This design comes from an exercise in tuning for small area on the open sky130 flow, not from production work. RTL that was checked went through simulation tests only; none was proved equivalent to the original. The flow treats the clock pin as an ideal source. Dropping or thinning the clock tree relies on that and would not hold on a real chip. Power is estimated from default activity; no workload was simulated.

Design i2s, start of the top module:
module i2s(
    input               rst_i,
    input               lrck_i,
    input               bck_i,
    input               data_i,
    output              sync,
    output              sync2,
    output              sdo,
    output              sdo1,
    output              sdo2,
    output              sdo3
);
export LEC_CHECK = 0
export CAP_MARGIN = 20
export CORE_AREA = 2.3 2.72 61.64 59.84
export DIE_AREA = 0 0 64 64
export SLEW_MARGIN = 20
create_clock -name core_clock -period 10.0 [get_ports {bck_i}]
standard.sh (not shown) runs the stock make flow with config.mk's settings and CLKGATE_MAP_FILE= SYNTH_SCRIPT=/design/flow/synth_recipe.tcl, a recipe that flattens the netlist after the stock synthesis.
==> flow/flow/run.sh <==
#!/bin/bash
# Own layout flow: the standard flow (standard.sh), with
#  - the standard synthesis, whose combinational logic is then mapped again
#    for area (flow/resyn.sh; flip-flops, their names and cell types kept),
#  - buf_1 port buffers instead of the default cell,
#  - flip-flops sized up in place of the buffers that timing-driven
#    placement puts after them (flow/pre_resize.tcl),
#  - a hand-made clock buffering (flow/pre_cts.tcl) in place of TritonCTS.
# Each tool's output goes to a log file in the work folder.
set -euo pipefail
work=$(pwd)
res=$work/orfs/results/$FLOW_PLATFORM/i2s/base
bash standard.sh synth > log_standard_synth.log 2>&1
cp "$res/1_2_yosys.v" "$work/standard_1_2_yosys.v"
bash flow/resyn.sh "$work/standard_1_2_yosys.v" "$work/resyn.v" > log_resyn.log 2>&1
cp "$work/resyn.v" "$res/1_2_yosys.v"
rm -f "$res/1_synth.odb"
bash standard.sh \
  "BUFFER_PORTS_ARGS=-buffer_cell sky130_fd_sc_hd__buf_1" \
  "PRE_RESIZE_TCL=$work/flow/pre_resize.tcl" \
  "PRE_CTS_TCL=$work/flow/pre_cts.tcl" \
  finish > log_standard_layout.log 2>&1
==> flow/flow/pre_resize.tcl <==
# PRE_RESIZE hook: undo the buffers that timing-driven global placement put
# after flip-flops (for this design, the shift enable that drives 32 enable
# pins), and give those flip-flops the next drive strength instead, which
# drives the net alone in less area. repair_design then checks the nets.
foreach inst [get_cells -quiet place*] {
  set cell [get_property $inst ref_name]
  if { ![string match sky130_fd_sc_hd__buf_* $cell] } { continue }
  set in_net [get_nets -of_objects [get_pins -of_objects $inst -filter "direction == input"]]
  set drvr ""
  foreach p [get_pins -quiet -of_objects $in_net -filter "direction == output"] {
    set drvr [get_cells -of_objects $p]
  }
  if { $drvr eq "" } { continue }
  set dcell [get_property $drvr ref_name]
  if { ![regexp {^(sky130_fd_sc_hd__e?dfxtp)_1$} $dcell -> base] } { continue }
  puts "pre_resize: removing [get_full_name $inst] ($cell) after [get_full_name $drvr] ($dcell), which becomes ${base}_2"
  remove_buffers $inst
  replace_cell $drvr ${base}_2
}
Other scripts of this flow, unchanged in this note and not shown: flow/flow/clkbuf.tcl, flow/flow/pre_cts.tcl, flow/flow/resyn.sh
Then changed:
--- a/flow/flow/run.sh
+++ b/flow/flow/run.sh
@@ -6,2 +5,0 @@
-#  - flip-flops sized up in place of the buffers that timing-driven
-#    placement puts after them (flow/pre_resize.tcl),
@@ -20 +17,0 @@
-  "PRE_RESIZE_TCL=$work/flow/pre_resize.tcl" \
removed: flow/flow/pre_resize.tcl
Effect: The new run passed the timing, design-rule and antenna checks. Clock skew shrinks by 5.6 ps. Power barely changes. Sequential power barely changes.
No run of this note takes its clock network from TritonCTS; it comes from the design's own scripts or RTL.


The RTL this note starts from:
==> flow/design.v <==
module i2s(
    input               rst_i,
    input               lrck_i,
    input               bck_i,
    input               data_i,
    output              sync,
    output              sync2,
    output              sdo,
    output              sdo1,
    output              sdo2,
    output              sdo3
);
reg         lr;          
reg         rmode;       
reg [4:0]   cnt;
reg [8:0]   dl;          
reg [15:0]  ra;
reg [15:0]  rb;
wire        start = lrck_i ^ lr;
wire        data  = cnt[4];
wire [3:0]  m     = cnt[3:0];
function automatic mor2(input [1:0] v, input s);
    mor2 = s ? v[1] : (v[1] | v[0]);
endfunction
function automatic mor4(input [3:0] v, input [1:0] s);
    mor4 = s[1] ? mor2(v[3:2], s[0]) : ((|v[3:2]) | mor2(v[1:0], s[0]));
endfunction
function automatic mor8(input [7:0] v, input [2:0] s);
    mor8 = s[2] ? mor4(v[7:4], s[1:0]) : ((|v[7:4]) | mor4(v[3:0], s[1:0]));
endfunction
function automatic mor16(input [15:0] v, input [3:0] s);
    mor16 = s[3] ? mor8(v[15:8], s[2:0]) : ((|v[15:8]) | mor8(v[7:0], s[2:0]));
endfunction
wire        nza = mor16({1'b0, ra[14:0]}, m);
wire        nzb = mor16({1'b0, rb[14:0]}, m);
wire        din = dl[8] ^ (m == 4'd0);
wire        ra_in = !rmode & (lr ? din : ra[15]);
wire        rb_in = !rmode & (lr ? rb[15] : din);
always @(posedge bck_i) begin
    lr <= lrck_i;
    dl <= {dl[7:0], data_i};
    if (!rst_i) begin
        cnt <= 5'd7;
        rmode <= 1'b1;
    end else if (start) begin
        cnt <= 5'd7;
        rmode <= 1'b0;
    end else if (cnt != 5'd0) begin
        cnt <= cnt + 5'd1;
    end
    if (data) begin
        ra <= {ra[14:0], ra_in};
        rb <= {rb[14:0], rb_in};
    end
end
wire        hdr = rmode ? (cnt == 5'd27 || cnt == 5'd28)
                        : (cnt == 5'd12 || (cnt == 5'd15 && !lr));
wire        den = !rmode & data;
assign sync  = (cnt == 5'd0);
assign sync2 = sync;
assign sdo   = hdr | (den & ra[15]);
assign sdo1  = hdr | (den & (ra[15] ^ nza));
assign sdo2  = hdr | (den & rb[15]);
assign sdo3  = hdr | (den & (rb[15] ^ nzb));
endmodule
==> flow/config.mk <==
export PLATFORM = sky130hd
export DESIGN_NAME = i2s
export DESIGN_NICKNAME = i2s
export VERILOG_FILES = /design/flow/design.v
export SDC_FILE = /design/flow/constraint.sdc
export NUM_CORES = 4
export LEC_CHECK = 0
export CAP_MARGIN = 20
export CORE_MARGIN = 2
export CORE_UTILIZATION = 70
export SLEW_MARGIN = 20
==> flow/constraint.sdc <==
create_clock -name core_clock -period 10.0 [get_ports {bck_i}]
set_input_delay 2.0000 -clock core_clock [delete_from_list [all_inputs] [get_ports {bck_i}]]
set_output_delay 2.0000 -clock core_clock [all_outputs]
set_load 0.01 [all_outputs]
==> flow/flow/run.sh <==
#!/bin/bash
# Own layout flow: the standard flow (standard.sh), with
#  - the standard synthesis, whose combinational logic is then mapped again
#    for area (flow/resyn.sh; flip-flops, their names and cell types kept),
#  - buf_1 port buffers instead of the default cell,
#  - a hand-made clock buffering (flow/pre_cts.tcl) in place of TritonCTS.
# Each tool's output goes to a log file in the work folder.
set -euo pipefail
work=$(pwd)
res=$work/orfs/results/$FLOW_PLATFORM/i2s/base
bash standard.sh synth > log_standard_synth.log 2>&1
cp "$res/1_2_yosys.v" "$work/standard_1_2_yosys.v"
bash flow/resyn.sh "$work/standard_1_2_yosys.v" "$work/resyn.v" > log_resyn.log 2>&1
cp "$work/resyn.v" "$res/1_2_yosys.v"
rm -f "$res/1_synth.odb"
bash standard.sh \
  "BUFFER_PORTS_ARGS=-buffer_cell sky130_fd_sc_hd__buf_1" \
  "PRE_CTS_TCL=$work/flow/pre_cts.tcl" \
  finish > log_standard_layout.log 2>&1
==> flow/flow/pre_cts.tcl <==
# PRE_CTS hook: buffer the clock by hand (see clkbuf.tcl) and skip TritonCTS,
# which for this small design builds a two-level tree of five buffers.
source [file join [file dirname [info script]] clkbuf.tcl]
my_clock_buffers bck_i sky130_fd_sc_hd__clkbuf_4 4
proc clock_tree_synthesis { args } {
  puts "clock_tree_synthesis skipped: the clock is buffered by pre_cts.tcl"
}
==> flow/flow/resyn.sh <==
#!/bin/bash
# Re-maps the combinational logic of the standard synthesis netlist ($1) with
# an area-oriented ABC script and writes the result to $2. The flip-flops are
# kept as they are (same instances, names and cell types); every other cell is
# read as its liberty function and mapped again. Several ABC scripts are tried
# and the smallest result is kept.
set -euo pipefail
in=$1
out=$2
lib=$FLOW_HOME/platforms/sky130hd/lib/sky130_fd_sc_hd__tt_025C_1v80.lib
flops=$(grep -o 'sky130_fd_sc_hd__[a-z0-9]*df[a-z0-9]*_[0-9]*' "$in" | sort -u | tr '\n' ' ')
scripts=(
  "strash; dc2; dch -f; amap; topo"
  "strash; dch; amap; topo"
  "strash; balance; dc2; dch -f; amap; topo"
  "strash; irw; dc2; dch -f; amap; topo"
  "strash; dc2; dch -f; amap -m; topo"
)
best=""
best_area=""
i=0
for s in "${scripts[@]}"; do
  echo "$s" | tr ';' '\n' > resyn_$i.abc
  cat > resyn_$i.ys <<EOY
read_liberty -ignore_miss_func $lib
read_verilog $in
hierarchy -top $FLOW_TOP
blackbox $flops
flatten
rename -hide w:*.* w:_*
opt_clean -purge
abc -liberty $lib -script resyn_$i.abc
opt_clean -purge
hilomap -singleton -hicell sky130_fd_sc_hd__conb_1 HI -locell sky130_fd_sc_hd__conb_1 LO
insbuf -buf sky130_fd_sc_hd__buf_4 A X
splitnets
opt_clean -purge
select $FLOW_TOP
write_verilog -noattr -nohex -nodec -selected resyn_$i.v
tee -o resyn_$i.stat stat -liberty $lib
EOY
  yosys -q resyn_$i.ys > resyn_$i.log 2>&1
  area=$(grep -o "Chip area for module.*: [0-9.]*" resyn_$i.stat | awk '{print $NF}')
  echo "script $i ($s): area $area"
  if [[ -z "$best_area" ]] || awk "BEGIN{exit !($area < $best_area)}"; then
    best=$i
    best_area=$area
  fi
  i=$((i + 1))
done
echo "kept script $best: area $best_area"
cp resyn_$best.v "$out"
Other scripts of this flow, unchanged in this note and not shown: flow/flow/clkbuf.tcl
The first run passed the timing, design-rule and antenna checks.
Edit:
==> flow/flow/pre_cts.tcl (replaced) <==
# PRE_CTS hook: buffer the clock by hand (see clkbuf.tcl) and skip TritonCTS,
# which for this small design builds a two-level tree of five buffers.
source [file join [file dirname [info script]] clkbuf.tcl]
my_clock_buffers bck_i sky130_fd_sc_hd__clkbuf_8 3
proc clock_tree_synthesis { args } {
  puts "clock_tree_synthesis skipped: the clock is buffered by pre_cts.tcl"
}
--- a/flow/config.mk
+++ b/flow/config.mk
@@ -8,4 +8,4 @@
 export CAP_MARGIN = 20
 export CORE_MARGIN = 2
-export CORE_UTILIZATION = 70
+export CORE_UTILIZATION = 40
 export SLEW_MARGIN = 20
After rerunning: Synthesized area is unchanged; sequential share of layout area shrinks by 1.5 points; final area grows by a few percent; power grows by a few percent; cell count grows by roughly a tenth; hold slack degrades by 0.010 ns; critical path depth stays the same; global-route usage shrinks by 14 points; worst setup slack improves by 0.075 ns; via count shrinks by a little under a tenth; clock power grows by about a fifth.
Edit:
--- a/flow/flow/resyn.sh
+++ b/flow/flow/resyn.sh
@@ -9,11 +9,16 @@
 out=$2
 lib=$FLOW_HOME/platforms/sky130hd/lib/sky130_fd_sc_hd__tt_025C_1v80.lib
+# the platform's don't-use cells (all lpflow and probe cells) stay out
+dont_use=$(grep -o 'cell *( *"sky130_fd_sc_hd__\(lpflow\|probe\)[a-z0-9_]*"' "$lib" | grep -o 'sky130_fd_sc_hd__[a-z0-9_]*' | sed 's/^/-dont_use /' | tr '\n' ' ')
 flops=$(grep -o 'sky130_fd_sc_hd__[a-z0-9]*df[a-z0-9]*_[0-9]*' "$in" | sort -u | tr '\n' ' ')
 scripts=(
   "strash; dc2; dch -f; amap; topo"
   "strash; dch; amap; topo"
+  "strash; dch; amap; strash; dch; amap; topo"
+  "strash; drw; drf; dch -f; amap; topo"
+  "strash; rewrite; refactor; dch -f; amap; topo"
+  "strash; dch -f; amap; mfs2 -a; strash; dch -f; amap; topo"
   "strash; balance; dc2; dch -f; amap; topo"
   "strash; irw; dc2; dch -f; amap; topo"
-  "strash; dc2; dch -f; amap -m; topo"
 )
 best=""
@@ -30,5 +35,5 @@
 rename -hide w:*.* w:_*
 opt_clean -purge
-abc -liberty $lib -script resyn_$i.abc
+abc -liberty $lib $dont_use -script resyn_$i.abc
 opt_clean -purge
 hilomap -singleton -hicell sky130_fd_sc_hd__conb_1 HI -locell sky130_fd_sc_hd__conb_1 LO
@@ -50,3 +55,13 @@
 done
 echo "kept script $best: area $best_area"
+# the flip-flops must be the same instances, and no don't-use cell may appear
+regs() { grep -o "sky130_fd_sc_hd__[a-z0-9]*df[a-z0-9]*_[0-9]* *[^ (]*" "$1" | sort; }
+if [[ "$(regs "$in")" != "$(regs resyn_$best.v)" ]]; then
+  echo "flip-flops differ" >&2
+  exit 1
+fi
+if grep -q 'sky130_fd_sc_hd__\(lpflow\|probe\)' resyn_$best.v; then
+  echo "don't-use cell in the result" >&2
+  exit 1
+fi
 cp resyn_$best.v "$out"
--- a/flow/config.mk
+++ b/flow/config.mk
@@ -7,5 +7,5 @@
 export LEC_CHECK = 0
 export CAP_MARGIN = 20
-export CORE_MARGIN = 2
-export CORE_UTILIZATION = 40
+export CORE_AREA = 2.3 2.72 61.64 59.84
+export DIE_AREA = 0 0 64 64
 export SLEW_MARGIN = 20
Effect: Critical path depth is unchanged. Worst setup slack gains 0.16 ns. Routed wire length falls by 8.0%.
Edit:
==> flow/flow/pre_cts.tcl (replaced) <==
# PRE_CTS hook: buffer the clock by hand (see clkbuf.tcl) and skip TritonCTS,
# which for this small design builds a two-level tree of five buffers.
source [file join [file dirname [info script]] clkbuf.tcl]
my_clock_buffers bck_i sky130_fd_sc_hd__clkbuf_4 4
proc clock_tree_synthesis { args } {
  puts "clock_tree_synthesis skipped: the clock is buffered by pre_cts.tcl"
}
--- a/flow/config.mk
+++ b/flow/config.mk
@@ -7,5 +7,6 @@
 export LEC_CHECK = 0
 export CAP_MARGIN = 20
-export CORE_AREA = 2.3 2.72 61.64 59.84
-export DIE_AREA = 0 0 64 64
+export CORE_MARGIN = 2
+export CORE_UTILIZATION = 80
+export GPL_TIMING_DRIVEN = 0
 export SLEW_MARGIN = 20
Effect:
- The new run went through all stages and came out clean
- critical path depth does not change
- global-route usage rises by 16 points
- clock power came out lower by about 16%
- worst hold slack barely changes
- synthesized cell count is unchanged
- flip-flop and latch count does not change
- setup slack loses 0.40 ns
- power is lower by about 2.8%
Edit:
--- a/flow/config.mk
+++ b/flow/config.mk
@@ -7,6 +7,5 @@
 export LEC_CHECK = 0
 export CAP_MARGIN = 20
-export CORE_MARGIN = 2
-export CORE_UTILIZATION = 80
-export GPL_TIMING_DRIVEN = 0
+export CORE_AREA = 2.3 2.72 61.64 59.84
+export DIE_AREA = 0 0 64 64
 export SLEW_MARGIN = 20
Effect: Clock skew stays flat. Routed wire length fell by 19%. Die area climbs by 64%. Cell count climbs by 11%. Register-to-register slack is better by 0.23 ns. Fmax came out higher by 8.6%. Synthesized area stays the same. Total power came out lower by 0.47%.
No run of this note takes its clock network from TritonCTS; it comes from the design's own scripts or RTL.


== v6 ==
Another version of the RTL of i2s (not shown whole).
For scale: ~140 cells after synthesis, roughly 48 flip-flops, ~10 I/O pins.
make LEC_CHECK=0 CAP_MARGIN=20 CORE_MARGIN=2 CORE_UTILIZATION=40 SLEW_MARGIN=20 finish   # period 10.0 ns
run.sh (not shown) runs the stock make flow with config.mk's settings and CLKGATE_MAP_FILE= SYNTH_SCRIPT=/design/flow/synth_recipe.tcl, a recipe that flattens the netlist after the stock synthesis.
Stock flow here: none of the scripts above is used.
For v7, these inputs were changed with respect to v6:
Settings: CTS_BUF_LIST: unset -> sky130_fd_sc_hd__clkbuf_4 sky130_fd_sc_hd__clkbuf_8.
v7 has completed all stages; timing, DRC and antenna checks passed.
v6: no failed stages, no open violations at the end
Cell area: v7 vs v6 — no meaningful difference
Diff v7..v6 | part of the power in combinational logic | negligible
Worst vdd rail ir drop across v6 and v7: no real change.
Looking at clock tree buffer count of the final layout across v6 and v7, the one that comes out lower is v7.
Comparing v6 with v7, the utilization came out essentially unchanged.
| wire length | v7 vs v6 | ≈ equal |
v7 against v6: total design power now larger; area added between synthesis and finish now larger.
Function was not checked in any run of this note: the RTL went through the layout flow alone.

==> re-timing with driven ports <==
No port has a modelled driver above. Below, the same layouts with a new extraction and two added sets of constraints.
Step 1 sets driving cells, clkbuf_16 on the clock port and buf_2 on the other inputs (assumed; they add their load-dependent delay and slew).
Step 2 times the ports against the registers' clock, not the clock port: input delays grow and output delays shrink by t, the midpoint of the rising clock arrivals with the driver on.
a / b / c = no drivers / after step 1 / after step 2; a / b = the first two.
run | shift t [ns] | setup WS [ns] | clock arrival spread, ns | pins driven straight from the clock port
the first run of note 1 | 0.207 | 5.677 / 5.629 / 5.836 | 0.010 / 0.010 | 4
the second run of note 1 | 0.206 | 5.765 / 5.717 / 5.923 | 0.004 / 0.004 | 4
the first run of note 2 | 0.209 | 5.537 / 5.495 / 5.704 | 0.008 / 0.007 | 4
the second run of note 2 | 0.192 | 5.612 / 5.570 / 5.762 | 0.010 / 0.010 | 3
the third run of note 2 | 0.194 | 5.776 / 5.732 / 5.925 | 0.007 / 0.007 | 3
the fourth run of note 2 | 0.208 | 5.372 / 5.331 / 5.539 | 0.009 / 0.010 | 4
the fifth run of note 2 | 0.213 | 5.740 / 5.697 / 5.910 | 0.010 / 0.010 | 4
v6 | 0.324 | 5.108 / 5.081 / 5.404 | 0.005 / 0.005 | 1
v7 | 0.324 | 5.108 / 5.081 / 5.404 | 0.005 / 0.005 | 1
After both steps setup and hold are still met in every run listed.
